Source: an optimization exercise on an open RTL-to-GDS flow (aim: small area and a short achievable clock period). Production flows keep margins and buffers that such runs may drop. Function was checked by simulation only, so behaviour that the tests miss may differ from the original. No activity file was given, so power comes from the tool's default toggle rates.

==> flow/design.v (outline; a module is shown in full before it is edited, if it fits) <==
// module cla32: 3 lines
// module wallace_mul: 956 lines
// module csa_fa: 4 lines
// module csa_ha: 4 lines
module wallace_mul(input [15:0] a, input [15:0] b, output [32:0] out, input clk);
  // ...
==> flow/run.sh <==
#!/bin/bash
# synth_recipe.tcl (not shown) runs the flow's synth.tcl, then flattens the netlist and writes it again
# the make line also repeats each setting of config.mk as NAME=value (left out here)
make -C /OpenROAD-flow-scripts/flow DESIGN_CONFIG=/design/flow/config.mk WORK_HOME=/design/flow/orfs CLKGATE_MAP_FILE= SYNTH_SCRIPT=/design/flow/synth_recipe.tcl finish
==> flow/config.mk <==
export PLATFORM = sky130hd
export DESIGN_NAME = wallace_mul
export DESIGN_NICKNAME = wallace_mul
export VERILOG_FILES = /design/flow/design.v
export SDC_FILE = /design/flow/constraint.sdc
export NUM_CORES = 4
export LEC_CHECK = 0
export CAP_MARGIN = 20
export CORE_MARGIN = 2
export CORE_UTILIZATION = 40
export PLACE_DENSITY = 0.6
export SETUP_SLACK_MARGIN = 2.5
export SLEW_MARGIN = 20
export SYNTH_HIERARCHICAL = 1
export SYNTH_MINIMUM_KEEP_SIZE = 0
==> flow/constraint.sdc <==
create_clock -name core_clock -period 4.4 [get_ports {clk}]
set_input_delay 0.8800 -clock core_clock [delete_from_list [all_inputs] [get_ports {clk}]]
set_output_delay 0.8800 -clock core_clock [all_outputs]
set_load 0.01 [all_outputs]
==> flow_summary.yaml, run 1 <==
timing:
  tightest_slew_ps: 782
  fin_crit_ps: 1890
  final-hold-violation-count: 0
route:
  drc: 0
  route.met3.wl_um: 1660
  first_iter_violations: 608
  drt-total-wl_um: 27400
  antenna_left: 0
cells_and_area:
  top_regs: "p5: 32 flops, p6: 32 flops, p7: 32 flops"
  fillCellCount: 3200
  seq_cells: 388
  multi_input_gates: 620
  layout-drive-gt1-share: 0.157
  final_util: 0.474
yosys:
  synth_warnings: 7
  synth-xor-area-share: 0.105
place:
  port-buffer-count: 64
status:
  outcome: "complete, no violations"
critical_path:
  r2r_start: "q4_c114$_DFF_P_"
  critPathMaxFanout: 3
  cp_num_cells: 7
  startpoint: "q4_c114$_DFF_P_"
hold_path:
  hold_class: "flip-flop to flip-flop"
  hold_start: "q3_s87$_DFF_P_"
power_and_ir_drop:
  power_frac_seq: 0.433
==> run 2: changes to the inputs <==
--- a/flow/config.mk
+++ b/flow/config.mk
@@ -8,6 +8,9 @@
 export CAP_MARGIN = 20
 export CORE_MARGIN = 2
 export CORE_UTILIZATION = 40
+export CTS_BUF_LIST = sky130_fd_sc_hd__clkbuf_8
+export CTS_CLUSTER_DIAMETER = 50
+export CTS_CLUSTER_SIZE = 16
 export PLACE_DENSITY = 0.6
 export SETUP_SLACK_MARGIN = 2.5
 export SLEW_MARGIN = 20
==> run 2 against run 1 <==
  * Still clean on timing, DRC and antenna
  * Sequential share of layout area grew 1.9 points
  * Global-route usage shrank 0.10 points
  * Worst hold slack lost 0.53 ps
  * Cell count shrank 1.1%
  * Area after synthesis is the same
  * Clock power shrank 39%
  * Setup slack gained 5.7 ps
  * Utilization shrank 1.8 points
  * Non-clock buffer count is the same
  * Maximum frequency grew 0.30%
  * Via count shrank 1.9%
  * Routed wire length shrank 0.58%
  * Largest power group unchanged
==> flow_summary.yaml, run 2 <==
status:
  outcome: "complete, no violations"
cells_and_area:
  layout-drive-gt1-share: 0.154
  stdcell_area_um2: 16200
  top_regs: "p5: 32 flops, p6: 32 flops, p7: 32 flops"
  final_common_cell: "dfxtp_1"
  fillCellCount: 3256
  stdcell_count: 1620
  final_util: 0.456
  diodes: 0
  final_nets: 1332
  final_cell_mix: "338 x dfxtp_1, 156 x xnor2_1, 120 x a22oi_1, 110 x fa_1, 49 x dfxtp_2"
  area_growth_pct: 12.5
floorplan:
  io_pins: 66
  fp.dieH_um: 194
  die_w_um: 194
  die_area_um2: 37600
  start_util: 0.405
  coreArea_um2: 35600
  row_count: 69
critical_path:
  critPathMaxFanout: 3
  startpoint_type: "flip-flop"
  critPathCaptureType: "flip-flop"
  crit_required_ps: 4880
  reg2reg_to: "lo4[11]$_DFF_P_"
  reg2reg_depth: 7
  crit_arrival_ps: 2360
  rrSetupSlack_ps: 2520
  r2r_start: "q3_c88$_DFF_P_"
  worstSetupPathType: "flip-flop to flip-flop"
route:
  vias: 7819
  first_iter_violations: 542
  wirelength_met1_um: 13400
  drt-total-wl_um: 27200
  firstDrtPassIters: 5
  drc: 0
  wl_per_cell_um: 16.8
  post_drt_via_cell_ratio: 4.83
  routed.top_layer: "met4"
  wl_met2_um: 11500
  antenna_left: 0
  route.met3.wl_um: 1660
place:
  place_hpwl_um: 18400
  port-buffer-count: 64
  place_inst: 1560
  dpl_cell_area_um2: 15300
  finalWeightedCongestion: 0.780
yosys:
  synth.most_common_cell: "dfxtp_1"
  synthTopCellsByArea: "dfxtp_1 54%, fa_1 16%, xnor2_1 9.5%, a22oi_1 6.3%, ha_1 4.1%"
  yosysUniqueCellTypes: 47
  ys.flop_type: "dfxtp_1"
  avgSynthCellArea_um2: 12.9
  synth_edf_count: 0
  synth_top_area_share: 0.539
  seq_area_frac_synth: 0.539
  syn_inst: 1121
  async_flop_share: 0
  yosys-top-cells-count: "388 x dfxtp_1, 156 x xnor2_1, 120 x a22oi_1, 112 x fa_1, 73 x clkbuf_1"
  synth_warnings: 7
  yosysTopAreaCell: "dfxtp_1"
  syn-cell-area_um2: 14400
  ys_seq_elements: 388
  synth_nets: 1313
timing:
  setup_tns_ps: 0
  fin_skew_ps: 24.2
  fmax_mhz: 531
  fin_crit_ps: 1880
  fin_crit_sh: 0.428
  rsz0062_at_grt: "yes"
  relSlewSlack: 0.500
  final-hold-violation-count: 0
  tightest_slew_ps: 750
  drv_slew: 0
  setup_violations: 0
power_and_ir_drop:
  p_total_uw: 11600
  power_density_nw_per_um2: 718
  ir_worst_vdd_mv: 0.349
  p_leak_uw: 0.00629
hold_path:
  holdPathEnd: "q3_q2_pp_0_0$_DFF_P_"
  hold_class: "flip-flop to flip-flop"
  worstHoldPathCells: 0
  hold_start: "q2_pp_0_0$_DFF_P_"
clock_tree:
  clock_latency_ps: 570
  cts_made_buffers: 35
  cts-root-buf: "clkbuf_8"
  clkSinkCount: 388
  cts_tree: "built"
  path_clk_slew_ps: 90
  cts_buffer_depth: 3
  htree_levels: 2
job:
  max-cap-violations: 0
grt:
  grt_max_degree: 34
  grt_pass1_wl_um: 43800
  track_usage: 0.144
  overflow: 0
  antenna_found_initial: 0
  grt_pass1_vias: 8143
==> run 2: what timing repair did <==
| item | in CTS | in global routing |
|---|---|---|
| buffers inserted | 3 | 1 |
| resized for setup | 165 | 65 |
| pin swaps | 10 | 13 |
| endpoints found under the setup margin | 99 | 93 |
| hold buffers | 0 | 0 |
==> run 2: worst max-delay path: stages (launching register included) <==
cell	delay, ps
dfxtp_2	330
fa_2	410
ha_4	240
a41o_1	270
a21oi_2	160
o21ai_1	80
a21oi_1	170
xnor2_1	140
==> run 2: per-module statistics from Yosys, one instance, submodules excluded <==
module | times used | cell area (µm²) | cells
csa_ha | 15 | 12.5 | 1
csa_fa | 111 | 20.0 | 1
wallace_mul | 1 | 12000 | 995
==> run 2: through the flow <==
stage / setup slack, ps / hold WS, ps
after floorplan: 2500 / 310
after global placement: 2380 / 310
after detailed placement: 2340 / 312
after CTS: 2360 / 315
after global routing: 2420 / 325
final: 2520 / 323
==> run 2: layout make-up <==
type / count / area (µm²) / area share
Sequential cell: 388 / 7830 / 0.483
Multi-Input combinational cell: 620 / 6380 / 0.393
Timing Repair Buffer: 70 / 588 / 0.0363
Tap cell: 461 / 577 / 0.0356
Clock inverter: 19 / 236 / 0.0146
Inverter: 25 / 93.8 / 0.00579
Clock buffer: 37 / 509 / 0.0314
==> run 2: where the power goes <==
group          internal [µW]  switching (µW)  total [µW]
Combinational           1860            1910        3780
Sequential              4940             695        5630
Clock                   1040            1190        2230
==> run 2: how the worst max path moves through the flow <==
stage                 endpoint             start  slack (ps)
2_1_floorplan  lo4[10]$_DFF_P_  q3_q2_c2$_DFF_P_        2500
3_3_place_gp    p5[24]$_DFF_P_   q4_c114$_DFF_P_        2380
3_5_place_dp    p5[24]$_DFF_P_   q4_c114$_DFF_P_        2340
4_1_cts                out[30]    p7[30]$_DFF_P_        2360
5_1_grt        lo4[11]$_DFF_P_    q3_c88$_DFF_P_        2420
6_report       lo4[11]$_DFF_P_    q3_c88$_DFF_P_        2520
==> run 2: routing by layer <==
metal	vias up	global-route usage
li1	3728	-
met1	3816	0.209
met2	231	0.215
met3	44	0.0268
met4	0	0.0544
met5	-	0
==> run 2: cells by family after synthesis <==
logic type | share of synthesized area
buffers and inverters | 0.0307
AND/OR/NAND/NOR | 0.0353
adder cells (fa/ha/maj) | 0.196
AO/OA/AOI/OAI | 0.0932
flip-flops | 0.539
XOR/XNOR | 0.105
other | 0.000260
==> run 3: changes to the inputs <==
--- a/flow/config.mk
+++ b/flow/config.mk
@@ -7,11 +7,11 @@
 export LEC_CHECK = 0
 export CAP_MARGIN = 20
 export CORE_MARGIN = 2
-export CORE_UTILIZATION = 40
-export CTS_BUF_LIST = sky130_fd_sc_hd__clkbuf_8
-export CTS_CLUSTER_DIAMETER = 50
-export CTS_CLUSTER_SIZE = 16
-export PLACE_DENSITY = 0.6
+export CORE_UTILIZATION = 60
+export CTS_BUF_LIST = sky130_fd_sc_hd__clkbuf_16
+export CTS_CLUSTER_DIAMETER = 80
+export CTS_CLUSTER_SIZE = 30
+export PLACE_DENSITY = 0.8
 export SETUP_SLACK_MARGIN = 2.5
 export SLEW_MARGIN = 20
 export SYNTH_HIERARCHICAL = 1
==> run 3 against run 2 <==
  * Still clean
  * Synthesized cell count did not move
  * Sequential share of layout area rose by 1.3 points
  * Critical path depth stayed put
  * Via count up 0.52%
  * Global-route usage is 5.8 points higher
  * Worst hold slack improved by 9.4 ps
  * Combinational power increased by 2%
  * Register-to-register slack lost 50 ps
  * Critical endpoint is now p5[30]$_DFF_P_
  * Largest cell class unchanged
  * Highest routed layer unchanged
==> flow_summary.yaml, run 3 <==
power_and_ir_drop:
  ir_worst_vdd_mv: 0.371
  p_leak_uw: 0.00617
  power_density_nw_per_um2: 715
yosys:
  synth_edf_count: 0
  async_flop_share: 0
  ys_seq_elements: 388
  yosysUniqueCellTypes: 47
  synth.most_common_cell: "dfxtp_1"
  seq_area_frac_synth: 0.539
  syn_inst: 1121
  synth_top_area_share: 0.539
  synth_warnings: 7
  yosysTopAreaCell: "dfxtp_1"
  synth_nets: 1313
  avgSynthCellArea_um2: 12.9
  ys.flop_type: "dfxtp_1"
  yosys-top-cells-count: "388 x dfxtp_1, 156 x xnor2_1, 120 x a22oi_1, 112 x fa_1, 73 x clkbuf_1"
  syn-cell-area_um2: 14400
  synthTopCellsByArea: "dfxtp_1 54%, fa_1 16%, xnor2_1 9.5%, a22oi_1 6.3%, ha_1 4.1%"
cells_and_area:
  top_regs: "p5: 32 flops, p6: 32 flops, p7: 32 flops"
  multi_input_area_um2: 6430
  ff_latch_area_um2: 7830
  final_common_cell: "dfxtp_1"
  diodes: 0
  final_nets: 1317
  final_cell_mix: "342 x dfxtp_1, 156 x xnor2_1, 120 x a22oi_1, 110 x fa_1, 46 x dfxtp_2"
  final_util: 0.670
  fillCellCount: 1700
  layout-drive-gt1-share: 0.132
  area_growth_pct: 9.52
  stdcell_count: 1448
grt:
  overflow: 0
  grt_pass1_vias: 8189
  grt_max_degree: 31
  track_usage: 0.202
  grt_pass1_wl_um: 41400
  antenna_found_initial: 0
clock_tree:
  cts-root-buf: "clkbuf_16"
  htree_levels: 1
  cts_tree: "built"
  cts-hold-fix-buffers: 0
  path_clk_slew_ps: 110
  cts_made_buffers: 17
  clkSinkCount: 388
  cts_buffer_depth: 3
  clock_latency_ps: 510
status:
  outcome: "complete, no violations"
hold_path:
  worstHoldPathCells: 0
  hold_class: "flip-flop to flip-flop"
place:
  finalWeightedCongestion: 0.852
  place_hpwl_um: 16800
  port-buffer-count: 64
  place_inst: 1418
timing:
  fin_skew_ps: 14.4
  rsz0062_at_grt: "yes"
  fin_crit_sh: 0.439
  relSlewSlack: 0.486
  drv_slew: 0
  hold_slack_ps: 332
  fmax_mhz: 517
  fin_crit_ps: 1930
  final-hold-violation-count: 0
  tightest_slew_ps: 770
  setup_violations: 0
  setup_tns_ps: 0
critical_path:
  crit_arrival_ps: 2320
  startpoint_type: "flip-flop"
  critPathMaxFanout: 8
  critPathCaptureType: "flip-flop"
  reg2reg_depth: 7
  crit_required_ps: 4790
  worstSetupPathType: "flip-flop to flip-flop"
floorplan:
  io_pins: 66
  row_count: 56
  coreArea_um2: 23500
  die_area_um2: 25300
  die_w_um: 159
  fp.dieH_um: 159
  start_util: 0.612
route:
  post_drt_via_cell_ratio: 5.43
  antenna_left: 0
  firstDrtPassIters: 6
  wl_per_cell_um: 18.0
  first_iter_violations: 739
  drc: 0
  vias: 7860
  drt-total-wl_um: 26100
job:
  max-cap-violations: 0
run 3: changes by cell type in the layout (fill, tap and decap cells not counted), moves of 3 or more:
cell	change
clkbuf_16	+17
clkbuf_8	-37
buf_6	-10
clkinvlp_4	-9
bufinv_16	-3
ha_1	-5
ha_4	+5
buf_4	+3
buf_2	+9
dfxtp_2	-3
dfxtp_1	+4
run 3: per-stage QoR:
step | cell area (µm²) | power [µW] | setup slack [ps]
global placement | 15100 | 9030 | 2380
detailed placement | 15100 | 9210 | 2320
CTS | 15600 | 11000 | 2390
floorplan | 14400 | 7950 | 2500
global route | 15800 | 12100 | 2400
finish | 15800 | 11300 | 2470
run 3: path summary, 6_finish.rpt:
kind | slack [ps] | endpoint | start
max | 2470 | p5[30]$_DFF_P_ | q4_s127$_DFF_P_
min | 330 | p7[0]$_DFF_P_ | p6[0]$_DFF_P_
max reg2reg | 2470 | p5[30]$_DFF_P_ | q4_s127$_DFF_P_
min reg2reg | 330 | p7[0]$_DFF_P_ | p6[0]$_DFF_P_
run 3: report_power, final:
group | total, µW | leakage, µW | switching (µW) | internal, µW
Clock | 1800 | 0.000241 | 1020 | 778
Sequential | 5620 | 0.00327 | 692 | 4930
Combinational | 3870 | 0.00266 | 1950 | 1920
Total | 11300 | 0.00617 | 3660 | 7630
run 3: metal layers:
metal	track usage	wire [µm]
met4	0.0624	486
met2	0.333	12300
met3	0.0380	2130
met5	0	0
met1	0.275	11200
run 3: logic make-up (layout without fill, tap and decap cells):
logic type	count (synthesis)	count (layout)	synth area share
adders and majority gates	159	159	0.196
buffers and inverters	113	121	0.0307
DFF	388	388	0.539
xor gates and xnor gates	173	173	0.105
AOI/OAI and AO/OA	188	188	0.0932
and+or+nand+nor	99	99	0.0353
other	1	1	0.000260
run 3: cell type report:
cell class,count,share of cell area
inverter,25,0.00594
tap,319,0.0253
clock buffer,17,0.0269
multi-input combinational,620,0.407
clock inverter,6,0.00420
timing repair buffer,73,0.0347
sequential,388,0.496
run 3: what timing repair did:
item,CTS,global route
gates resized for setup,153,68
pin swaps,8,19
endpoints found under the hold margin,0,0
buffers inserted,2,5
setup endpoints to repair,105,74
run 3: critical path: stages, from the launching register on:
cell and delay, ps:
dfxtp_1 340, ha_4 280, o21ai_0 270, o21ai_1 170, a211o_1 330, o2111ai_1 100, o211ai_1 170, xor2_1 170
run 3: per-module statistics from Yosys (local to each module, per instance):
module       cells inside  copies in the design  flops+latches
csa_ha                  1                    15              0
csa_fa                  1                   111              0
wallace_mul           995                     1            388
==> run 4: changes to the inputs <==
--- a/flow/config.mk
+++ b/flow/config.mk
@@ -5,13 +5,14 @@
 export SDC_FILE = /design/flow/constraint.sdc
 export NUM_CORES = 4
 export LEC_CHECK = 0
+export ABC_AREA = 1
 export CAP_MARGIN = 20
 export CORE_MARGIN = 2
-export CORE_UTILIZATION = 60
+export CORE_UTILIZATION = 40
 export CTS_BUF_LIST = sky130_fd_sc_hd__clkbuf_16
 export CTS_CLUSTER_DIAMETER = 80
 export CTS_CLUSTER_SIZE = 30
-export PLACE_DENSITY = 0.8
+export PLACE_DENSITY = 0.6
 export SETUP_SLACK_MARGIN = 2.5
 export SLEW_MARGIN = 20
 export SYNTH_HIERARCHICAL = 1
==> run 4 against run 3 <==
  * Cell count grew 26%
  * Utilization fell by 21 points
  * Still clean
  * Critical path depth down 6
  * Routed wire length rose by 12%
  * First-iteration DRC count shrank 27%
  * Worst hold slack worse by 1.1 ps
  * Synthesized cell count rose by 16%
  * Cell area increased by 5.4%
  * Sequential cell count stayed put
  * Critical path type is now flip-flop to output pin
  * Die area is 52% higher
  * Area after synthesis grew 2.6%
==> flow_summary.yaml, run 4 <==
clock_tree:
  clkSinkCount: 388
  htree_levels: 1
  path_clk_slew_ps: 100
  cts_made_buffers: 19
  cts_buffer_depth: 3
  cts-root-buf: "clkbuf_16"
  cts-hold-fix-buffers: 0
  clock_latency_ps: 550
  cts_tree: "built"
timing:
  fin_skew_ps: 30.1
  setup_violations: 0
  fmax_mhz: 539
  fin_crit_ps: 1860
  fin_crit_sh: 0.422
  relSlewSlack: 0.558
  setup_tns_ps: 0
  rsz0062_at_grt: "yes"
  drv_slew: 0
  tightest_slew_ps: 663
  final-hold-violation-count: 0
route:
  post_drt_via_cell_ratio: 4.75
  first_iter_violations: 536
  drt-total-wl_um: 29200
  vias: 8667
  drc: 0
  antenna_left: 0
  wl_per_cell_um: 16.0
  firstDrtPassIters: 6
place:
  port-buffer-count: 64
  dpl_cell_area_um2: 15800
  place_hpwl_um: 21300
  finalWeightedCongestion: 0.856
critical_path:
  cp_top_family: "flip-flops"
  cp.buffers_inverters: 1
  crit_arrival_ps: 980
  critPathMaxFanout: 1
  path_cells: "clkbuf_2"
  crit_required_ps: 3520
  worstSetupPathType: "flip-flop to output pin"
  startpoint_type: "flip-flop"
  cp_slowest_cell: "dfxtp_1"
  critPathCaptureType: "output pin"
  max_stage_delay_ps: 330
power_and_ir_drop:
  power_density_nw_per_um2: 688
  p_leak_uw: 0.00739
  ir_worst_vdd_mv: 0.290
grt:
  grt_pass1_vias: 8714
  overflow: 0
  grt_max_degree: 33
  grt_pass1_wl_um: 46500
  antenna_found_initial: 0
  track_usage: 0.152
yosys:
  synth_edf_count: 0
  ys_seq_elements: 388
  syn_inst: 1295
  syn-cell-area_um2: 14800
  yosysTopAreaCell: "dfxtp_1"
  synth.most_common_cell: "dfxtp_1"
  yosysUniqueCellTypes: 33
  avgSynthCellArea_um2: 11.4
  synth_top_area_share: 0.525
  synth_warnings: 7
  yosys-top-cells-count: "388 x dfxtp_1, 164 x nand2_1, 149 x xor2_1, 129 x inv_1, 120 x o22ai_1"
  async_flop_share: 0
  ys.flop_type: "dfxtp_1"
  synthTopCellsByArea: "dfxtp_1 53%, fa_1 15%, xor2_1 8.8%, o22ai_1 5.1%, nand2_1 4.2%"
  seq_area_frac_synth: 0.525
  synth_nets: 1487
cells_and_area:
  fillCellCount: 3356
  final_cell_mix: "369 x dfxtp_1, 164 x nand2_1, 149 x xor2_1, 120 x o22ai_1, 119 x inv_1"
  final_common_cell: "dfxtp_1"
  area_growth_pct: 12.5
  final_nets: 1537
  top_regs: "p5: 32 flops, p6: 32 flops, p7: 32 flops"
  diodes: 0
  stdcell_area_um2: 16600
  layout-drive-gt1-share: 0.111
floorplan:
  io_pins: 66
  coreArea_um2: 36500
  fp.dieH_um: 196
  die_area_um2: 38500
  row_count: 70
  start_util: 0.405
  die_w_um: 196
job:
  max-cap-violations: 0
status:
  outcome: "complete, no violations"
hold_path:
  hold_class: "flip-flop to flip-flop"
-- run 4: cell count changes in the layout (fill, tap and decap cells not counted), sizes merged, moves of 8 or more --
cell	change
nand3	+24
clkinvlp	+12
and2	-13
xor2	+132
nand2	+137
inv	+101
o22ai	+120
nor2	+33
o21ai	-16
a21oi	-8
xnor2	-154
a22oi	-120
-- run 4: logic make-up after synthesis --
| family | after synthesis | synth area share |
|---|---|---|
| flip-flops | 388 | 0.525 |
| AND/OR/NAND/NOR | 262 | 0.0770 |
| buffers and inverters | 182 | 0.0506 |
| adder cells (fa/ha/maj) | 159 | 0.191 |
| XOR/XNOR | 151 | 0.0894 |
| AO/OA/AOI/OAI | 145 | 0.0610 |
| multiplexers | 7 | 0.00533 |
| other | 1 | 0.000254 |
-- run 4: per-layer routing --
layer,vias up,GRT usage,routed length (µm)
met5,-,0,0
met4,0,0.0384,517
met3,36,0.0241,1580
met2,224,0.248,13600
met1,4199,0.211,13500
li1,4208,-,-
-- run 4: per-module statistics from Yosys, one instance, submodules excluded --
module	cells inside	times used	flops+latches	area, µm²
csa_fa	1	111	0	20.0
csa_ha	1	15	0	12.5
wallace_mul	1169	1	388	12400
-- run 4: worst register-to-register path, stage by stage (launching register included) --
cell,delay (ps)
dfxtp_1,320
inv_1,490
o22ai_1,220
xor2_1,190
fa_1,500
-- run 4: stage by stage --
| stage | utilization | setup slack (ps) | hold slack [ps] | power, µW | cells |
|---|---|---|---|---|---|
| finish | 0.456 | 2540 | 331 | 11400 | 1824 |
| global route | 0.456 | 2480 | 338 | 12400 | 1824 |
| CTS | 0.445 | 2360 | 335 | 11500 | 1810 |
| detailed placement | 0.432 | 2310 | 312 | 9510 | 1778 |
| global placement | 0.432 | 2340 | 311 | 9400 | 1778 |
| floorplan | - | 2750 | 310 | 8080 | 1295 |
-- run 4: power by group --
part / switching [µW] / internal (µW) / leakage [µW]
Sequential: 560 / 4890 / 0.00327
Combinational: 2290 / 1640 / 0.00381
Clock: 1160 / 905 / 0.000313
-- run 4: final cells by class --
type                       instances  area, µm²  area share
sequential                       388       7790       0.468
timing repair buffer              79        810      0.0487
inverter                         132        543      0.0326
clock buffer                      19        475      0.0286
tap                              468        586      0.0352
clock inverter                    13        150     0.00902
multi-input combinational        725       6280       0.378
-- run 4: repair_timing --
item,in CTS,in global routing
gates resized for setup,134,40
buffers inserted,0,14
hold endpoints to repair,0,0
setup endpoints to repair,67,67
pin swaps,0,1
-- run 4: worst paths after layout --
kind	endpoint	cells after the start	slack, ps	from
setup / recovery	out[11]	1	2540	p7[11]$_DFF_P_
hold / removal	p7[30]$_DFF_P_	0	330	p6[30]$_DFF_P_
setup reg to reg	q2_s25$_DFF_P_	4	2570	ra1[1]$_DFF_P_
hold reg to reg	p7[30]$_DFF_P_	0	330	p6[30]$_DFF_P_
==> run 5: changes to the inputs <==
--- a/flow/config.mk
+++ b/flow/config.mk
@@ -5,7 +5,6 @@
 export SDC_FILE = /design/flow/constraint.sdc
 export NUM_CORES = 4
 export LEC_CHECK = 0
-export ABC_AREA = 1
 export CAP_MARGIN = 20
 export CORE_MARGIN = 2
 export CORE_UTILIZATION = 40
@@ -13,7 +12,7 @@
 export CTS_CLUSTER_DIAMETER = 80
 export CTS_CLUSTER_SIZE = 30
 export PLACE_DENSITY = 0.6
-export SETUP_SLACK_MARGIN = 2.5
+export SETUP_SLACK_MARGIN = 2.65
 export SLEW_MARGIN = 20
 export SYNTH_HIERARCHICAL = 1
 export SYNTH_MINIMUM_KEEP_SIZE = 0
==> run 5 against run 4 <==
  * Combinational power is 11% higher
  * Sequential cell count stayed put
  * Maximum frequency is 2.6% lower
  * Clock skew is 9.5 ps lower
  * Setup slack worse by 50 ps
  * Synthesized cell count is 13% lower
  * Sequential power is 4.0% higher
==> flow_summary.yaml, run 5 <==
yosys:
  async_flop_share: 0
  synth_edf_count: 0
  synth_warnings: 7
  seq_area_frac_synth: 0.539
  yosys-top-cells-count: "388 x dfxtp_1, 156 x xnor2_1, 120 x a22oi_1, 112 x fa_1, 73 x clkbuf_1"
  synthTopCellsByArea: "dfxtp_1 54%, fa_1 16%, xnor2_1 9.5%, a22oi_1 6.3%, ha_1 4.1%"
  yosysUniqueCellTypes: 47
  synth_nets: 1313
  synth_top_area_share: 0.539
  syn_inst: 1121
  synth.most_common_cell: "dfxtp_1"
  yosysTopAreaCell: "dfxtp_1"
  ys.flop_type: "dfxtp_1"
  avgSynthCellArea_um2: 12.9
  ys_seq_elements: 388
  syn-cell-area_um2: 14400
power_and_ir_drop:
  power_density_nw_per_um2: 730
  p_leak_uw: 0.00632
  ir_worst_vdd_mv: 0.332
clock_tree:
  cts_buffer_depth: 3
  path_clk_slew_ps: 100
  htree_levels: 1
  cts_made_buffers: 18
  clock_latency_ps: 540
  cts-root-buf: "clkbuf_16"
  cts_tree: "built"
  clkSinkCount: 388
timing:
  hold_slack_ps: 321
  drv_slew: 0
  layout_setup_ws_ps: 2490
  setup_tns_ps: 0
  setup_violations: 0
  final-hold-violation-count: 0
  rsz0062_at_grt: "yes"
  tightest_slew_ps: 624
  fin_crit_sh: 0.433
  fin_crit_ps: 1910
  fmax_mhz: 525
  relSlewSlack: 0.584
  fin_skew_ps: 20.6
critical_path:
  critPathMaxFanout: 3
  worstSetupPathType: "flip-flop to flip-flop"
  crit_required_ps: 4850
  startpoint_type: "flip-flop"
  crit_arrival_ps: 2350
  critPathCaptureType: "flip-flop"
floorplan:
  coreArea_um2: 35600
  die_area_um2: 37600
  start_util: 0.405
  die_w_um: 194
  io_pins: 66
  row_count: 69
  fp.dieH_um: 194
route:
  first_iter_violations: 571
  wl_per_cell_um: 17.0
  drc: 0
  antenna_left: 0
  post_drt_via_cell_ratio: 4.87
  drt-total-wl_um: 27200
  vias: 7816
  firstDrtPassIters: 5
place:
  place_hpwl_um: 18400
  finalWeightedCongestion: 0.826
  port-buffer-count: 64
  dpl_cell_area_um2: 15400
  place_ws_ps: 2360
hold_path:
  hold_class: "flip-flop to flip-flop"
cells_and_area:
  final_common_cell: "dfxtp_1"
  diodes: 0
  layout-drive-gt1-share: 0.176
  area_growth_pct: 13.8
  final_nets: 1329
  top_regs: "p5: 32 flops, p6: 32 flops, p7: 32 flops"
  final_cell_mix: "323 x dfxtp_1, 155 x xnor2_1, 120 x a22oi_1, 110 x fa_1, 63 x dfxtp_2"
  stdcell_area_um2: 16400
  final_util: 0.461
grt:
  track_usage: 0.143
  grt_max_degree: 31
  grt_pass1_wl_um: 43900
  antenna_found_initial: 0
  grt_pass1_vias: 7991
  overflow: 0
status:
  outcome: "complete, no violations"
job:
  max-cap-violations: 0
==> run 5: cell types whose count changed after synthesis, sizes merged, moves of 34 or more <==
cell    before  now
buf         49   15
xnor2        2  156
a22oi        0  120
xor2       149   17
inv        130   25
nand2      172   35
clkbuf       1   73
o22ai      120    0
==> run 5: cell families after synthesis <==
group / Yosys count / share of synthesized area
flops: 388 / 0.539
fa+ha+maj: 159 / 0.196
compound gates: 188 / 0.0932
simple gates: 99 / 0.0353
buf+inv: 113 / 0.0307
xor+xnor: 173 / 0.105
other cells: 1 / 0.000260
==> run 5: critical path: stages (launching register included) <==
cell	delay [ps]
dfxtp_2	330
fa_2	400
ha_4	230
a31o_4	240
a21o_1	180
a21o_1	170
a21oi_2	150
xnor2_1	130
==> run 5: Yosys stat by module (local to each module, per instance) <==
module,copies in the design,cells,flops+latches,cell area [µm²]
wallace_mul,1,995,388,12000
csa_fa,111,1,0,20.0
csa_ha,15,1,0,12.5
==> run 5: power by group <==
group / total, µW / internal (µW) / switching, µW
registers: 5670 / 4940 / 726
logic: 4370 / 2250 / 2120
clock network: 1930 / 818 / 1120
==> run 5: what timing repair did <==
action                                 CTS  global route
hold buffers                             0             0
buffers inserted                        14             5
endpoints found under the hold margin    0             0
setup endpoints to repair              146            82
resized for setup                      222            59
pin swaps                               30            33
==> run 5: metal layers <==
layer / share of wire / vias up / track usage
met1: 0.50 / 3843 / 0.215
li1: - / 3720 / -
met4: 0.018 / 0 / 0.0370
met2: 0.42 / 209 / 0.212
met3: 0.061 / 44 / 0.0249
met5: 0 / - / 0
==> run 5: per-stage QoR <==
step	instances	total power, µW
3_5_place_dp	1559	9340
4_1_cts	1599	11600
6_report	1604	12000
3_3_place_gp	1559	9260
5_1_grt	1604	12900
2_1_floorplan	1121	8030
==> run 5: cell type report <==
| class | count | area, µm² |
|---|---|---|
| clock inverter | 7 | 81.3 |
| clock buffer | 19 | 475 |
| timing repair buffer | 84 | 702 |
| tap | 461 | 577 |
| fill | 3231 | 19200 |
| inverter | 25 | 93.8 |
| multi-input combinational | 620 | 6620 |
| sequential | 388 | 7850 |
==> run 5: path summary, 6_finish.rpt <==
path,slack (ps),end,from,cells past startpoint
setup / recovery,2490,lo4[10]$_DFF_P_,q3_c88$_DFF_P_,7
setup reg to reg,2490,lo4[10]$_DFF_P_,q3_c88$_DFF_P_,7
hold / removal,320,p7[4]$_DFF_P_,p6[4]$_DFF_P_,0
hold reg to reg,320,p7[4]$_DFF_P_,p6[4]$_DFF_P_,0
==> run 6: changes to the inputs <==
--- a/flow/config.mk
+++ b/flow/config.mk
@@ -12,7 +12,7 @@
 export CTS_CLUSTER_DIAMETER = 80
 export CTS_CLUSTER_SIZE = 30
 export PLACE_DENSITY = 0.6
-export SETUP_SLACK_MARGIN = 2.65
+export SETUP_SLACK_MARGIN = 2.4
 export SLEW_MARGIN = 20
 export SYNTH_HIERARCHICAL = 1
 export SYNTH_MINIMUM_KEEP_SIZE = 0
==> run 6 against run 5 <==
  * Still clean on timing, DRC and antenna
  * Register-to-register slack got worse by 60 ps
  * Worst hold slack gained 12 ps
  * Die area stayed put
  * First-iteration DRC count is 10% lower
  * Sequential share of layout area up 1.1 points
  * Via count shrank 1.9%
  * Critical path depth is the same
  * Utilization is 1.3 points lower
  * Sequential power is 2% lower
  * Area after synthesis is the same
  * Total power decreased by 6.4%
  * Largest power group unchanged
==> flow_summary.yaml, run 6 <==
yosys:
  synth_edf_count: 0
  async_flop_share: 0
  synth_warnings: 7
  synth_top_area_share: 0.539
  ys.flop_type: "dfxtp_1"
  yosysUniqueCellTypes: 47
  synth.most_common_cell: "dfxtp_1"
  seq_area_frac_synth: 0.539
  yosysTopAreaCell: "dfxtp_1"
  ys_seq_elements: 388
  syn_inst: 1121
  avgSynthCellArea_um2: 12.9
  yosys-top-cells-count: "388 x dfxtp_1, 156 x xnor2_1, 120 x a22oi_1, 112 x fa_1, 73 x clkbuf_1"
  synthTopCellsByArea: "dfxtp_1 54%, fa_1 16%, xnor2_1 9.5%, a22oi_1 6.3%, ha_1 4.1%"
  syn-cell-area_um2: 14400
  synth_nets: 1313
floorplan:
  die_w_um: 194
  row_count: 69
  fp.dieH_um: 194
  die_area_um2: 37600
  coreArea_um2: 35600
  io_pins: 66
  start_util: 0.405
job:
  max-cap-violations: 0
cells_and_area:
  final_nets: 1313
  top_regs: "p5: 32 flops, p6: 32 flops, p7: 32 flops"
  fillCellCount: 3293
  diodes: 0
  area_growth_pct: 10.5
  layout-drive-gt1-share: 0.0893
  final_util: 0.448
  final_cell_mix: "366 x dfxtp_1, 156 x xnor2_1, 120 x a22oi_1, 112 x fa_1, 41 x ha_1"
  final_common_cell: "dfxtp_1"
route:
  wirelength_met1_um: 13100
  routed.top_layer: "met4"
  wl_per_cell_um: 16.7
  drc: 0
  route.met3.wl_um: 1380
  vias: 7665
  post_drt_via_cell_ratio: 4.81
  firstDrtPassIters: 5
  antenna_left: 0
  first_iter_violations: 514
  drt-total-wl_um: 26600
  wl_met2_um: 11500
critical_path:
  startpoint_type: "flip-flop"
  max_stage_delay_ps: 510
  path_cells: "fa_1 > and4_4 > a31o_2 > a21o_1 > a21o_1 > a21oi_2 > xnor2_1"
  worstSetupPathType: "flip-flop to flip-flop"
  critPathCaptureType: "flip-flop"
  critPathMaxFanout: 3
  crit_required_ps: 4860
  cp_slowest_cell: "fa_1"
  crit_top_cell: "a21o_1"
  cp_top_family: "compound AO/OA/AOI/OAI gates"
  cp.buffers_inverters: 0
  crit_arrival_ps: 2420
timing:
  drv_slew: 0
  setup_violations: 0
  final-hold-violation-count: 0
  tightest_slew_ps: 818
  rsz0062_at_grt: "yes"
  fin_crit_ps: 1960
  relSlewSlack: 0.454
  fmax_mhz: 509
  layout_setup_ws_ps: 2440
  setup_tns_ps: 0
  fin_skew_ps: 12.8
  fin_crit_sh: 0.446
clock_tree:
  cts-hold-fix-buffers: 0
  cts-root-buf: "clkbuf_16"
  clkSinkCount: 388
  cts_made_buffers: 19
  path_clk_slew_ps: 100
  cts_buffer_depth: 3
  htree_levels: 1
  cts_tree: "built"
  clock_latency_ps: 530
grt:
  grt_max_degree: 34
  grt_pass1_wl_um: 43200
  grt_pass1_vias: 7801
  overflow: 0
  track_usage: 0.141
  antenna_found_initial: 0
power_and_ir_drop:
  p_total_uw: 11200
  ir_worst_vdd_mv: 0.272
  power_density_nw_per_um2: 703
  p_leak_uw: 0.00621
place:
  place_ws_ps: 2320
  finalWeightedCongestion: 0.806
  port-buffer-count: 64
  place_hpwl_um: 17900
status:
  outcome: "complete, no violations"
hold_path:
  hold_class: "flip-flop to flip-flop"
run 6: cell count changes in the layout (fill, tap and decap cells not counted), moves of 13 or more:
cell	previous run	this run
dfxtp_1	323	366
ha_1	28	41
dfxtp_2	63	22
clkbuf_2	0	21
buf_4	16	3
buf_6	13	0
buf_2	23	1
run 6: Yosys stat by module, one instance, submodules excluded:
module,times used,flip-flops and latches,cells inside,area [µm²]
wallace_mul,1,388,995,12000
csa_fa,111,0,1,20.0
csa_ha,15,0,1,12.5
run 6: power breakdown:
group          leakage (µW)  internal (µW)  switching, µW  total, µW
clock              0.000299            849           1160       2010
sequential          0.00327           4920            651       5570
combinational       0.00264           1740           1890       3630
total               0.00621           7500           3700      11200
run 6: worst paths after layout:
path	start	slack, ps	endpoint	cells past startpoint
worst min register to register	p6[29]$_DFF_P_	330	p7[29]$_DFF_P_	0
worst min-delay path	p6[29]$_DFF_P_	330	p7[29]$_DFF_P_	0
worst max-delay path	q3_c88$_DFF_P_	2440	lo4[10]$_DFF_P_	7
worst max register to register	q3_c88$_DFF_P_	2440	lo4[10]$_DFF_P_	7
run 6: cell type report:
cell class              instances  area [µm²]  share of cell area
inverters                      25        93.8             0.00589
well taps                     461         577              0.0362
repair buffers                 67         554              0.0348
clock inverters                12         131             0.00825
multi-input cells             620        6300               0.396
flip-flops and latches        388        7790               0.489
clock buffers                  19         475              0.0299
run 6: what timing repair did:
item	in CTS	in global routing
setup endpoints to repair	38	90
resized for setup	72	57
setup buffers	1	1
pin swaps	7	9
run 6: routing by layer:
layer / vias up / track usage
met5: - / 0
met4: 0 / 0.0438
li1: 3685 / -
met1: 3748 / 0.209
met2: 199 / 0.215
met3: 33 / 0.0169
run 6: logic make-up after synthesis:
group           after synthesis  share of synthesized area
compound gates              188                     0.0932
xor+xnor                    173                      0.105
fa+ha+maj                   159                      0.196
buf+inv                     113                     0.0307
flops                       388                      0.539
other cells                   1                   0.000260
simple gates                 99                     0.0353
run 6: worst reg2reg max path, stage by stage (launching register included):
cell and delay (ps):
dfxtp_2 340, fa_1 510, and4_4 180, a31o_2 240, a21o_1 180, a21o_1 180, a21oi_2 130, xnor2_1 130
run 6: metrics by stage:
stage	hold slack, ps	std cells	instance area, µm²
6_report	333	1592	15900
5_1_grt	339	1592	15900
4_1_cts	333	1591	15900
3_5_place_dp	312	1559	15300
3_3_place_gp	310	1559	15300
2_1_floorplan	310	1121	14400
==> run 7: changes to the inputs <==
--- a/flow/config.mk
+++ b/flow/config.mk
@@ -12,7 +12,8 @@
 export CTS_CLUSTER_DIAMETER = 80
 export CTS_CLUSTER_SIZE = 30
 export PLACE_DENSITY = 0.6
-export SETUP_SLACK_MARGIN = 2.4
+export SETUP_SLACK_MARGIN = 2.5
 export SLEW_MARGIN = 20
 export SYNTH_HIERARCHICAL = 1
 export SYNTH_MINIMUM_KEEP_SIZE = 0
+export TNS_END_PERCENT = 0
==> run 7 against run 6 <==
  * Via count down 0.46%
  * Register-to-register slack about the same
  * Sequential share of layout area fell by 0.22 points
  * Non-clock buffer count grew 2
  * First-iteration DRC count is 18% higher
  * Clock skew rose by 28 ps
  * Routed wire length is 0.85% higher
  * Count of clock-buffer cells in the layout fell by 1
  * Total power shrank 0.46%
  * Setup slack gained 2.7 ps
  * Clock power down 5%
  * Critical path depth is 4 lower
  * Critical endpoint is now q2_c11$_DFF_P_
==> flow_summary.yaml, run 7 <==
grt:
  grt_max_degree: 34
  antenna_found_initial: 0
  grt_pass1_vias: 7897
  grt_pass1_wl_um: 43100
  overflow: 0
  track_usage: 0.141
critical_path:
  critPathCaptureType: "flip-flop"
  critPathMaxFanout: 17
  worstSetupPathType: "flip-flop to flip-flop"
  crit_required_ps: 4790
  startpoint_type: "flip-flop"
  crit_arrival_ps: 2350
timing:
  fin_skew_ps: 40.6
  rsz0062_at_grt: "yes"
  relSlewSlack: 0.289
  setup_tns_ps: 0
  fin_crit_sh: 0.446
  fin_crit_ps: 1960
  setup_violations: 0
  hold_slack_ps: 322
  tightest_slew_ps: 1070
  final-hold-violation-count: 0
  drv_slew: 0
  fmax_mhz: 510
place:
  finalWeightedCongestion: 0.780
  place_hpwl_um: 18400
  port-buffer-count: 64
yosys:
  seq_area_frac_synth: 0.539
  avgSynthCellArea_um2: 12.9
  synthTopCellsByArea: "dfxtp_1 54%, fa_1 16%, xnor2_1 9.5%, a22oi_1 6.3%, ha_1 4.1%"
  synth.most_common_cell: "dfxtp_1"
  syn-cell-area_um2: 14400
  yosysTopAreaCell: "dfxtp_1"
  syn_inst: 1121
  yosysUniqueCellTypes: 47
  synth_nets: 1313
  ys.flop_type: "dfxtp_1"
  synth_warnings: 7
  async_flop_share: 0
  synth_top_area_share: 0.539
  synth_edf_count: 0
  ys_seq_elements: 388
  yosys-top-cells-count: "388 x dfxtp_1, 156 x xnor2_1, 120 x a22oi_1, 112 x fa_1, 73 x clkbuf_1"
floorplan:
  die_w_um: 194
  fp.dieH_um: 194
  io_pins: 66
  coreArea_um2: 35600
  die_area_um2: 37600
  start_util: 0.405
  row_count: 69
power_and_ir_drop:
  ir_worst_vdd_mv: 0.306
  power_density_nw_per_um2: 698
  p_leak_uw: 0.00619
clock_tree:
  clkSinkCount: 388
  cts_made_buffers: 18
  clock_latency_ps: 550
  cts-root-buf: "clkbuf_16"
  cts-hold-fix-buffers: 0
  path_clk_slew_ps: 110
  cts_tree: "built"
  htree_levels: 1
  cts_buffer_depth: 3
route:
  post_drt_via_cell_ratio: 4.80
  wl_per_cell_um: 16.9
  first_iter_violations: 608
  firstDrtPassIters: 5
  drc: 0
  drt-total-wl_um: 26800
  vias: 7630
  antenna_left: 0
cells_and_area:
  final_common_cell: "dfxtp_1"
  final_cell_mix: "375 x dfxtp_1, 156 x xnor2_1, 120 x a22oi_1, 110 x fa_1, 40 x ha_1"
  layout-drive-gt1-share: 0.0779
  top_regs: "p5: 32 flops, p6: 32 flops, p7: 32 flops"
  area_growth_pct: 10.9
  diodes: 0
  final_nets: 1314
hold_path:
  hold_class: "flip-flop to flip-flop"
status:
  outcome: "complete, no violations"
job:
  max-cap-violations: 0
run 7: final cells by class:
| class | instances | area (µm²) |
|---|---|---|
| fill | 3269 | 19600 |
| clock inverter | 9 | 100 |
| inverter | 25 | 93.8 |
| sequential | 388 | 7780 |
| tap | 461 | 577 |
| clock buffer | 18 | 450 |
| timing repair buffer | 69 | 677 |
| multi-input combinational | 620 | 6290 |
run 7: routing by layer:
metal	track usage	wire, µm	part of all wire	up-vias
met3	0.0179	1460	0.054	36
met2	0.215	11500	0.43	208
met1	0.211	13400	0.50	3699
li1	-	-	-	3687
met5	0	0	0	-
met4	0.0370	464	0.017	0
run 7: Yosys stat by module (local to each module, per instance):
module,cells,times used
csa_ha,1,15
csa_fa,1,111
wallace_mul,995,1
run 7: timing repair:
item                                    in CTS  in global routing
buffers inserted                             1                  2
endpoints found under the hold margin        0                  0
pin swaps                                    1                  9
gates resized for setup                     86                 30
endpoints found under the setup margin      99                140
run 7: logic make-up (layout without fill, tap and decap cells):
group | after synthesis | count (layout) | synth area share
flops | 388 | 388 | 0.539
xor+xnor | 173 | 173 | 0.105
fa+ha+maj | 159 | 159 | 0.196
buf+inv | 113 | 121 | 0.0307
compound gates | 188 | 188 | 0.0932
other cells | 1 | 1 | 0.000260
simple gates | 99 | 99 | 0.0353
run 7: report_power, final:
group / switching, µW / internal, µW
sequential: 676 / 4910
clock: 1110 / 788
combinational: 1870 / 1790
run 7: path summary, 6_finish.rpt:
kind	startpoint	endpoint	slack, ps	cells past startpoint
setup / recovery	ra1[9]$_DFF_P_	q2_c11$_DFF_P_	2440	3
hold / removal	p6[6]$_DFF_P_	p7[6]$_DFF_P_	320	0
setup reg to reg	ra1[9]$_DFF_P_	q2_c11$_DFF_P_	2440	3
hold reg to reg	p6[6]$_DFF_P_	p7[6]$_DFF_P_	320	0
run 7: stage by stage:
stage / utilization / setup WS [ps] / power, µW / cell area (µm²) / instances
floorplan: - / 2500 / 7950 / 14400 / 1121
global placement: 0.430 / 2380 / 9160 / 15300 / 1560
detailed placement: 0.430 / 2340 / 9260 / 15300 / 1560
CTS: 0.447 / 2410 / 11200 / 15900 / 1588
global route: 0.449 / 2370 / 12000 / 16000 / 1590
finish: 0.449 / 2440 / 11200 / 16000 / 1590
run 7: worst max-delay path, cell delays in order (launching register included):
cell and delay [ps]:
dfxtp_1 880, a22oi_1 230, xnor2_1 200, fa_1 520
==> run 8: changes to the inputs <==
--- a/flow/config.mk
+++ b/flow/config.mk
@@ -16,4 +16,4 @@
 export SLEW_MARGIN = 20
 export SYNTH_HIERARCHICAL = 1
 export SYNTH_MINIMUM_KEEP_SIZE = 0
-export TNS_END_PERCENT = 0
+export TNS_END_PERCENT = 10
==> run 8 against run 7 <==
  * Cell area grew 0.24%
  * Cell count is essentially flat
  * First-iteration DRC count grew 4.1%
  * Sequential share of layout area is essentially flat
  * Via count grew 1.0%
  * Critical path type is now flip-flop to output pin
  * Sequential power is essentially flat
  * Setup slack gained 0.99 ps
  * Synthesized cell count is the same
  * Routed wire length grew 0.35%
  * Critical path depth shrank 2
  * Total power grew 0.93%
==> flow_summary.yaml, run 8 <==
critical_path:
  rrSetupSlack_ps: 2440
  cp_slowest_cell: "dfxtp_1"
  max_stage_delay_ps: 320
  reg2reg_depth: 2
  r2r_start: "rneg1[3]$_DFF_P_"
  crit_arrival_ps: 1080
  crit_required_ps: 3520
  cp.buffers_inverters: 1
  critPathMaxFanout: 1
  worstSetupPathType: "flip-flop to output pin"
  reg2reg_to: "q2_s42$_DFF_P_"
  path_cells: "clkdlybuf4s15_1"
  startpoint_type: "flip-flop"
  critPathCaptureType: "output pin"
  cp_top_family: "flip-flops"
power_and_ir_drop:
  power_frac_seq: 0.499
  power.share.clock: 0.169
  p_comb_frac: 0.332
  switching_power_uw: 3700
  p_leak_uw: 0.00620
  power.internal_uw: 7550
  ir_worst_vdd_mv: 0.305
  power_density_nw_per_um2: 703
  swShare: 0.329
route:
  antenna_left: 0
  first_iter_violations: 633
  post_drt_via_cell_ratio: 4.85
  firstDrtPassIters: 5
  drt-total-wl_um: 26900
  vias: 7709
  wl_per_cell_um: 16.9
  drc: 0
timing:
  fin_skew_ps: 42.0
  fin_crit_ps: 1960
  rsz0062_at_grt: "yes"
  hold_slack_ps: 322
  fmax_mhz: 510
  final-hold-violation-count: 0
  setup_violations: 0
  relSlewSlack: 0.282
  tightest_slew_ps: 1080
  setup_tns_ps: 0
  fin_crit_sh: 0.446
  drv_slew: 0
floorplan:
  row_count: 69
  die_area_um2: 37600
  start_util: 0.405
  die_w_um: 194
  fp.dieH_um: 194
  coreArea_um2: 35600
  io_pins: 66
yosys:
  yosysUniqueCellTypes: 47
  synth_top_area_share: 0.539
  synth.most_common_cell: "dfxtp_1"
  synthTopCellsByArea: "dfxtp_1 54%, fa_1 16%, xnor2_1 9.5%, a22oi_1 6.3%, ha_1 4.1%"
  synth_nets: 1313
  synth_edf_count: 0
  yosysTopAreaCell: "dfxtp_1"
  syn-cell-area_um2: 14400
  async_flop_share: 0
  syn_inst: 1121
  ys_seq_elements: 388
  yosys-top-cells-count: "388 x dfxtp_1, 156 x xnor2_1, 120 x a22oi_1, 112 x fa_1, 73 x clkbuf_1"
  seq_area_frac_synth: 0.539
  ys.flop_type: "dfxtp_1"
  avgSynthCellArea_um2: 12.9
  synth_warnings: 7
grt:
  grt_pass1_wl_um: 43100
  track_usage: 0.141
  use_met3: 0.0179
  overflow: 0
  use_met2: 0.215
  grt_busiest_layer: "met2"
  grt_max_degree: 34
  antenna_found_initial: 0
  grt_pass1_vias: 7897
  grt_use_met1: 0.211
cells_and_area:
  final_nets: 1315
  final_common_cell: "dfxtp_1"
  final_cell_mix: "360 x dfxtp_1, 156 x xnor2_1, 120 x a22oi_1, 110 x fa_1, 37 x ha_1"
  fillCellCount: 3280
  stdcell_area_um2: 16000
  layout-drive-gt1-share: 0.0982
  ff_latch_area_um2: 7800
  top_regs: "p5: 32 flops, p6: 32 flops, p7: 32 flops"
  multi_input_area_um2: 6360
  diodes: 0
  area_growth_pct: 11.1
  final_util: 0.450
clock_tree:
  cts-hold-fix-buffers: 0
  cts_made_buffers: 18
  htree_levels: 1
  clkSinkCount: 388
  cts_buffer_depth: 3
  path_clk_slew_ps: 110
  cts-root-buf: "clkbuf_16"
  cts_tree: "built"
  clock_latency_ps: 550
hold_path:
  holdPathEnd: "p7[6]$_DFF_P_"
  worstHoldPathCells: 0
  hold_start: "p6[6]$_DFF_P_"
  hold_class: "flip-flop to flip-flop"
place:
  port-buffer-count: 64
  dpl_cell_area_um2: 15300
  place_hpwl_um: 18400
  finalWeightedCongestion: 0.780
status:
  outcome: "complete, no violations"
job:
  max-cap-violations: 0
-- run 8: cell count changes in the layout (fill, tap and decap cells not counted), sizes merged --
cell | previous run | this run
buf | 6 | 15
clkdlybuf4s15 | 28 | 20
-- run 8: kinds of logic after synthesis --
logic type	count (synthesis)	synth area share
other cells	1	0.000260
flops	388	0.539
xor+xnor	173	0.105
compound gates	188	0.0932
simple gates	99	0.0353
fa+ha+maj	159	0.196
buf+inv	113	0.0307
-- run 8: metrics by stage --
step	instances	total power [µW]	worst slack, ps
final	1591	11300	2440
after global placement	1560	9160	2380
after CTS	1588	11100	2410
after global routing	1591	12100	2390
after detailed placement	1560	9260	2340
after floorplan	1121	7950	2500
-- run 8: power by group through the flow --
stage	Sequential (µW)	Combinational [µW]	Clock (µW)
floorplan	5450	2500	0
global route	5760	4240	2120
CTS	5590	3550	1980
global placement	5640	3530	0
detailed placement	5670	3600	0
finish	5610	3740	1910
-- run 8: area by class of cell --
type,count,share of cell area
tap,461,0.0360
clock buffer,18,0.0281
inverter,25,0.00586
multi-input combinational,620,0.397
sequential,388,0.487
clock inverter,9,0.00625
timing repair buffer,70,0.0396
-- run 8: per-module statistics from Yosys, one instance, submodules excluded --
module | flip-flops and latches | copies in the design | cells inside
csa_ha | 0 | 15 | 1
csa_fa | 0 | 111 | 1
wallace_mul | 388 | 1 | 995
-- run 8: layer usage --
metal | up-vias | routed length, µm
li1 | 3688 | -
met1 | 3760 | 13200
met2 | 229 | 11600
met3 | 32 | 1620
met4 | 0 | 458
met5 | - | 0
-- run 8: how the worst max path moves through the flow --
stage / from / end / slack [ps] / cells past startpoint
6_report: p7[16]$_DFF_P_ / out[16] / 2440 / 1
2_1_floorplan: q3_q2_c2$_DFF_P_ / lo4[10]$_DFF_P_ / 2500 / 7
5_1_grt: p7[14]$_DFF_P_ / out[14] / 2390 / 1
3_5_place_dp: q4_c114$_DFF_P_ / p5[24]$_DFF_P_ / 2340 / 7
3_3_place_gp: q4_c114$_DFF_P_ / p5[24]$_DFF_P_ / 2380 / 7
4_1_cts: p7[16]$_DFF_P_ / out[16] / 2410 / 1
-- run 8: repair_timing --
action,in CTS,in global routing
pin swaps,1,14
resized for setup,95,56
setup buffers,1,3
endpoints found under the setup margin,99,136
-- run 8: worst register-to-register path, delay by kind of cell, from the launching register on --
family	cells	cell delay [ps]
DFF	1	1040
adders and majority gates	1	520
buffers and inverters	1	270
==> run 9: changes to the inputs <==
--- a/flow/config.mk
+++ b/flow/config.mk
@@ -16,4 +16,3 @@
 export SLEW_MARGIN = 20
 export SYNTH_HIERARCHICAL = 1
 export SYNTH_MINIMUM_KEEP_SIZE = 0
-export TNS_END_PERCENT = 10
==> run 9 against run 8 <==
  * Still clean
  * Via count decreased by 1.1%
  * Area after synthesis unchanged
  * Register-to-register slack improved by 80 ps
  * Total power decreased by 0.10%
  * Critical path depth increased by 6
  * Synthesized cell count unchanged
  * Global-route usage increased by 0.068 points
  * Clock power about the same
  * Utilization decreased by 0.13 points
  * Sequential power about the same
  * Cell count increased by 0.13%
  * Maximum frequency increased by 4.2%
  * Critical path type is now flip-flop to flip-flop
==> flow_summary.yaml, run 9 <==
power_and_ir_drop:
  p_comb_frac: 0.331
  power.share.clock: 0.169
  power.internal_uw: 7540
  p_leak_uw: 0.00620
  power_density_nw_per_um2: 704
  ir_worst_vdd_mv: 0.323
  power_frac_seq: 0.500
  swShare: 0.329
  switching_power_uw: 3700
critical_path:
  crit_end: "p5[30]$_DFF_P_"
  reg2reg_to: "p5[30]$_DFF_P_"
  startpoint_type: "flip-flop"
  critPathMaxFanout: 3
  rrSetupSlack_ps: 2520
  worstSetupPathType: "flip-flop to flip-flop"
  crit_arrival_ps: 2310
  critPathCaptureType: "flip-flop"
  reg2reg_depth: 7
  r2r_start: "q4_c114$_DFF_P_"
  startpoint: "q4_c114$_DFF_P_"
  crit_required_ps: 4830
floorplan:
  row_count: 69
  die_area_um2: 37600
  coreArea_um2: 35600
  io_pins: 66
  start_util: 0.405
  die_w_um: 194
  fp.dieH_um: 194
clock_tree:
  cts-root-buf: "clkbuf_16"
  clkSinkCount: 388
  clock_latency_ps: 550
  path_clk_slew_ps: 110
  cts_tree: "built"
  htree_levels: 1
  cts_made_buffers: 18
  cts-hold-fix-buffers: 0
  cts_buffer_depth: 3
yosys:
  synth_top_area_share: 0.539
  yosysUniqueCellTypes: 47
  avgSynthCellArea_um2: 12.9
  async_flop_share: 0
  seq_area_frac_synth: 0.539
  yosysTopAreaCell: "dfxtp_1"
  synth_edf_count: 0
  synth_nets: 1313
  syn_inst: 1121
  synthTopCellsByArea: "dfxtp_1 54%, fa_1 16%, xnor2_1 9.5%, a22oi_1 6.3%, ha_1 4.1%"
  synth_warnings: 7
  ys_seq_elements: 388
  yosys-top-cells-count: "388 x dfxtp_1, 156 x xnor2_1, 120 x a22oi_1, 112 x fa_1, 73 x clkbuf_1"
  ys.flop_type: "dfxtp_1"
  syn-cell-area_um2: 14400
  synth.most_common_cell: "dfxtp_1"
cells_and_area:
  stdcell_area_um2: 16000
  layout-drive-gt1-share: 0.133
  area_growth_pct: 10.8
  diodes: 0
  final_nets: 1317
  final_cell_mix: "337 x dfxtp_1, 156 x xnor2_1, 120 x a22oi_1, 110 x fa_1, 50 x dfxtp_2"
  stdcell_count: 1593
  final_common_cell: "dfxtp_1"
  top_regs: "p5: 32 flops, p6: 32 flops, p7: 32 flops"
status:
  outcome: "complete, no violations"
timing:
  fin_crit_ps: 1880
  drv_slew: 0
  fin_skew_ps: 44.6
  relSlewSlack: 0.549
  setup_tns_ps: 0
  setup_violations: 0
  fin_crit_sh: 0.428
  fmax_mhz: 531
  final-hold-violation-count: 0
  rsz0062_at_grt: "yes"
  tightest_slew_ps: 676
grt:
  grt_pass1_wl_um: 43300
  grt_pass1_vias: 7948
  grt_max_degree: 34
  antenna_found_initial: 0
  track_usage: 0.142
  overflow: 0
route:
  post_drt_via_cell_ratio: 4.79
  vias: 7623
  drc: 0
  wl_per_cell_um: 16.9
  firstDrtPassIters: 5
  first_iter_violations: 551
  antenna_left: 0
  drt-total-wl_um: 26800
place:
  place_hpwl_um: 18400
  place_inst: 1560
  dpl_cell_area_um2: 15300
  finalWeightedCongestion: 0.780
  port-buffer-count: 64
job:
  max-cap-violations: 0
hold_path:
  hold_class: "flip-flop to flip-flop"
==> run 9: modules after synthesis, one instance, submodules excluded <==
module / flip-flops and latches / times used / cells
csa_ha: 0 / 15 / 1
wallace_mul: 388 / 1 / 995
csa_fa: 0 / 111 / 1
==> run 9: final cells by class <==
| class | instances | area [µm²] |
|---|---|---|
| Fill cell | 3273 | 19600 |
| Sequential cell | 388 | 7830 |
| Multi-Input combinational cell | 620 | 6340 |
| Tap cell | 461 | 577 |
| Timing Repair Buffer | 72 | 572 |
| Clock buffer | 18 | 450 |
| Clock inverter | 9 | 100 |
| Inverter | 25 | 93.8 |
==> run 9: kinds of logic after synthesis <==
family          Yosys count  synth area share
xor+xnor                173             0.105
compound gates          188            0.0932
simple gates             99            0.0353
fa+ha+maj               159             0.196
other cells               1          0.000260
buf+inv                 113            0.0307
flops                   388             0.539
==> run 9: worst min path at each step <==
stage	startpoint	end	slack, ps	cells after the start
CTS	p6[6]$_DFF_P_	p7[6]$_DFF_P_	330	0
finish	p6[6]$_DFF_P_	p7[6]$_DFF_P_	320	0
global route	p6[20]$_DFF_P_	p7[20]$_DFF_P_	340	0
floorplan	lo4[0]$_DFF_P_	p5[0]$_DFF_P_	310	0
detailed placement	p6[12]$_DFF_P_	p7[12]$_DFF_P_	310	0
global placement	p6[31]$_DFF_P_	p7[31]$_DFF_P_	310	0
==> run 9: critical path: stages, from the launching register on <==
cell      delay (ps)
dfxtp_2          350
ha_1             290
a21o_1           170
and4_2           270
o21ba_2          230
nor2_2           190
o211ai_1         150
xor2_1           160
==> run 9: metrics by stage <==
step | power [µW] | utilization | setup WS (ps) | hold slack [ps]
after CTS | 11200 | 0.444 | 2450 | 326
final | 11200 | 0.449 | 2520 | 322
after detailed placement | 9260 | 0.430 | 2340 | 312
after global placement | 9160 | 0.430 | 2380 | 310
after global routing | 12100 | 0.449 | 2420 | 339
after floorplan | 7950 | - | 2500 | 310
==> run 9: power groups by stage <==
stage / Sequential [µW] / Combinational, µW / Clock, µW
floorplan: 5450 / 2500 / 0
global placement: 5640 / 3530 / 0
detailed placement: 5670 / 3600 / 0
CTS: 5600 / 3570 / 1980
global route: 5760 / 4230 / 2120
finish: 5620 / 3720 / 1910
==> run 9: per-layer routing <==
metal / routed length (µm) / GRT usage
met2: 11500 / 0.216
met3: 1480 / 0.0181
met4: 475 / 0.0382
met1: 13400 / 0.212
met5: 0 / 0
==> run 9: what timing repair did <==
item	in CTS	in global routing
setup buffers	3	3
pin swaps	8	16
endpoints found under the setup margin	99	76
hold endpoints to repair	0	0
gates resized for setup	156	62
==> run 10: changes to the inputs <==
--- a/flow/config.mk
+++ b/flow/config.mk
@@ -11,7 +11,7 @@
 export CTS_BUF_LIST = sky130_fd_sc_hd__clkbuf_16
 export CTS_CLUSTER_DIAMETER = 80
 export CTS_CLUSTER_SIZE = 30
-export PLACE_DENSITY = 0.6
+export PLACE_DENSITY = 0.7
 export SETUP_SLACK_MARGIN = 2.5
 export SLEW_MARGIN = 20
 export SYNTH_HIERARCHICAL = 1
==> run 10 against run 9 <==
  * Combinational power is 4% higher
  * Critical path type unchanged
  * Utilization is 0.78 points higher
  * Setup slack worse by 26 ps
  * Synthesized cell count stayed put
  * Still clean on timing, DRC and antenna
  * Largest power group unchanged
  * Clock power is 17% higher
  * Area after synthesis stayed put
  * Largest cell class unchanged
==> flow_summary.yaml, run 10 <==
status:
  outcome: "complete, no violations"
grt:
  antenna_found_initial: 0
  grt_pass1_wl_um: 43000
  grt_max_degree: 31
  track_usage: 0.139
  grt_pass1_vias: 8110
  overflow: 0
critical_path:
  critPathMaxFanout: 3
  critPathCaptureType: "flip-flop"
  crit_required_ps: 4810
  crit_arrival_ps: 2320
  worstSetupPathType: "flip-flop to flip-flop"
  startpoint_type: "flip-flop"
yosys:
  yosysUniqueCellTypes: 47
  seq_area_frac_synth: 0.539
  ys_seq_elements: 388
  synth.most_common_cell: "dfxtp_1"
  avgSynthCellArea_um2: 12.9
  yosys-top-cells-count: "388 x dfxtp_1, 156 x xnor2_1, 120 x a22oi_1, 112 x fa_1, 73 x clkbuf_1"
  syn_inst: 1121
  synthTopCellsByArea: "dfxtp_1 54%, fa_1 16%, xnor2_1 9.5%, a22oi_1 6.3%, ha_1 4.1%"
  synth_warnings: 7
  yosysTopAreaCell: "dfxtp_1"
  synth_nets: 1313
  synth_top_area_share: 0.539
  ys.flop_type: "dfxtp_1"
  synth_edf_count: 0
  syn-cell-area_um2: 14400
  async_flop_share: 0
cells_and_area:
  top_regs: "p5: 32 flops, p6: 32 flops, p7: 32 flops"
  final_cell_mix: "336 x dfxtp_1, 156 x xnor2_1, 120 x a22oi_1, 110 x fa_1, 51 x dfxtp_2"
  diodes: 0
  final_util: 0.457
  final_common_cell: "dfxtp_1"
  final_nets: 1324
  layout-drive-gt1-share: 0.147
  fillCellCount: 3212
  area_growth_pct: 12.7
job:
  max-cap-violations: 0
timing:
  setup_tns_ps: 0
  tightest_slew_ps: 748
  relSlewSlack: 0.500
  rsz0062_at_grt: "yes"
  setup_violations: 0
  fmax_mhz: 524
  fin_skew_ps: 22.7
  hold_slack_ps: 320
  drv_slew: 0
  final-hold-violation-count: 0
  fin_crit_sh: 0.434
  fin_crit_ps: 1910
clock_tree:
  htree_levels: 1
  cts_buffer_depth: 3
  cts_made_buffers: 20
  cts-root-buf: "clkbuf_16"
  cts_tree: "built"
  clock_latency_ps: 540
  clkSinkCount: 388
  path_clk_slew_ps: 100
route:
  post_drt_via_cell_ratio: 4.89
  drt-total-wl_um: 26600
  antenna_left: 0
  wl_per_cell_um: 16.6
  firstDrtPassIters: 6
  first_iter_violations: 520
  drc: 0
  vias: 7845
floorplan:
  fp.dieH_um: 194
  row_count: 69
  io_pins: 66
  start_util: 0.405
  coreArea_um2: 35600
  die_area_um2: 37600
  die_w_um: 194
place:
  finalWeightedCongestion: 0.850
  place_hpwl_um: 18200
  port-buffer-count: 64
power_and_ir_drop:
  p_leak_uw: 0.00632
  p_total_uw: 11700
  power_density_nw_per_um2: 722
  ir_worst_vdd_mv: 0.289
hold_path:
  hold_class: "flip-flop to flip-flop"
## run 10: cell counts after synthesis
Identical to the previous run, type by type.
## run 10: final timing paths
kind	endpoint	cells past startpoint	slack (ps)	startpoint
worst max-delay path	lo4[11]$_DFF_P_	7	2490	q3_q2_c2$_DFF_P_
worst min-delay path	p7[0]$_DFF_P_	0	320	p6[0]$_DFF_P_
worst max register to register	lo4[11]$_DFF_P_	7	2490	q3_q2_c2$_DFF_P_
worst min register to register	p7[0]$_DFF_P_	0	320	p6[0]$_DFF_P_
## run 10: layout make-up
type / instances / area, µm² / share of cell area
multi-input combinational: 620 / 6390 / 0.393
timing repair buffer: 77 / 628 / 0.0387
inverter: 25 / 93.8 / 0.00578
tap: 461 / 577 / 0.0355
clock inverter: 12 / 203 / 0.0125
clock buffer: 21 / 526 / 0.0323
sequential: 388 / 7840 / 0.482
## run 10: report_power, final
| group | switching, µW | total [µW] | internal, µW |
|---|---|---|---|
| Sequential | 701 | 5640 | 4930 |
| Clock | 1180 | 2230 | 1050 |
| Combinational | 1920 | 3860 | 1940 |
## run 10: logic make-up (layout without fill, tap and decap cells)
family | Yosys count | in the layout | synth area share
compound gates | 188 | 188 | 0.0932
xor+xnor | 173 | 173 | 0.105
fa+ha+maj | 159 | 159 | 0.196
buf+inv | 113 | 135 | 0.0307
flops | 388 | 388 | 0.539
other cells | 1 | 1 | 0.000260
simple gates | 99 | 99 | 0.0353
## run 10: timing repair
action / CTS / global route
setup buffers: 4 / 8
setup endpoints to repair: 96 / 77
hold buffers: 0 / 0
gates resized for setup: 165 / 68
pin swaps: 11 / 24
## run 10: metrics by stage
step           instances  setup slack (ps)  instance area [µm²]
3_3_place_gp        1559              2360                15300
2_1_floorplan       1121              2500                14400
6_report            1604              2490                16200
5_1_grt             1604              2420                16200
3_5_place_dp        1559              2340                15300
4_1_cts             1596              2420                16000
## run 10: critical path: stages (launching register included)
cell and delay, ps:
dfxtp_2 330, fa_2 570, and4_4 220, a41o_1 230, a21oi_2 70, o21ai_1 160
a21oi_1 100, xnor2_1 120
## run 10: per-layer routing
metal,GRT usage,wire length (µm),vias to the layer above
li1,-,-,3712
met1,0.200,12600,3844
met2,0.217,11800,241
met3,0.0226,1540,48
met4,0.0438,622,0
met5,0,0,-
## run 10: modules after synthesis (local to each module, per instance)
| module | flip-flops and latches | times used | cells |
|---|---|---|---|
| wallace_mul | 388 | 1 | 995 |
| csa_ha | 0 | 15 | 1 |
| csa_fa | 0 | 111 | 1 |

## static timing again, ports no longer ideal
How much do the figures lean on ideal ports? The routed layouts below were timed once more, with nothing changed but the port constraints. Step 1 (the two cells are an assumption about what drives the block):
set clk [get_ports {clk}]
set_driving_cell -lib_cell sky130_fd_sc_hd__clkbuf_16 $clk
set_driving_cell -lib_cell sky130_fd_sc_hd__buf_2 [delete_from_list [all_inputs] $clk]
Step 2 adds t to the input delays and takes it off the output delays; t is the mean of the earliest and latest rising clock arrival at the registers after step 1. Input paths then give back, and output paths get back, about the clock's delay inside the block. a / b / c = ideal ports / drivers / drivers and shift; a / b = the first two.
run	t, ns	setup slack, ns	worst register clock-pin slew, ns
run 1	0.581	2.513 / 2.506 / 2.513	0.06 / 0.06
run 2	0.599	2.518 / 2.480 / 2.518	0.10 / 0.10
run 3	0.552	2.467 / 2.467 / 2.467	0.11 / 0.11
run 4	0.581	2.544 / 2.494 / 2.483	0.11 / 0.11
run 5	0.567	2.493 / 2.493 / 2.493	0.11 / 0.11
run 6	0.576	2.435 / 2.401 / 2.435	0.11 / 0.11
run 7	0.579	2.438 / 2.390 / 2.438	0.12 / 0.12
run 8	0.582	2.439 / 2.388 / 2.444	0.12 / 0.12
run 9	0.579	2.518 / 2.491 / 2.518	0.12 / 0.12
run 10	0.570	2.492 / 2.492 / 2.492	0.11 / 0.11
After both steps setup and hold are still met in every run listed. For run 4, which loses most, drivers alone change the setup slack by -0.050 ns; drivers and shift together by -0.061 ns.
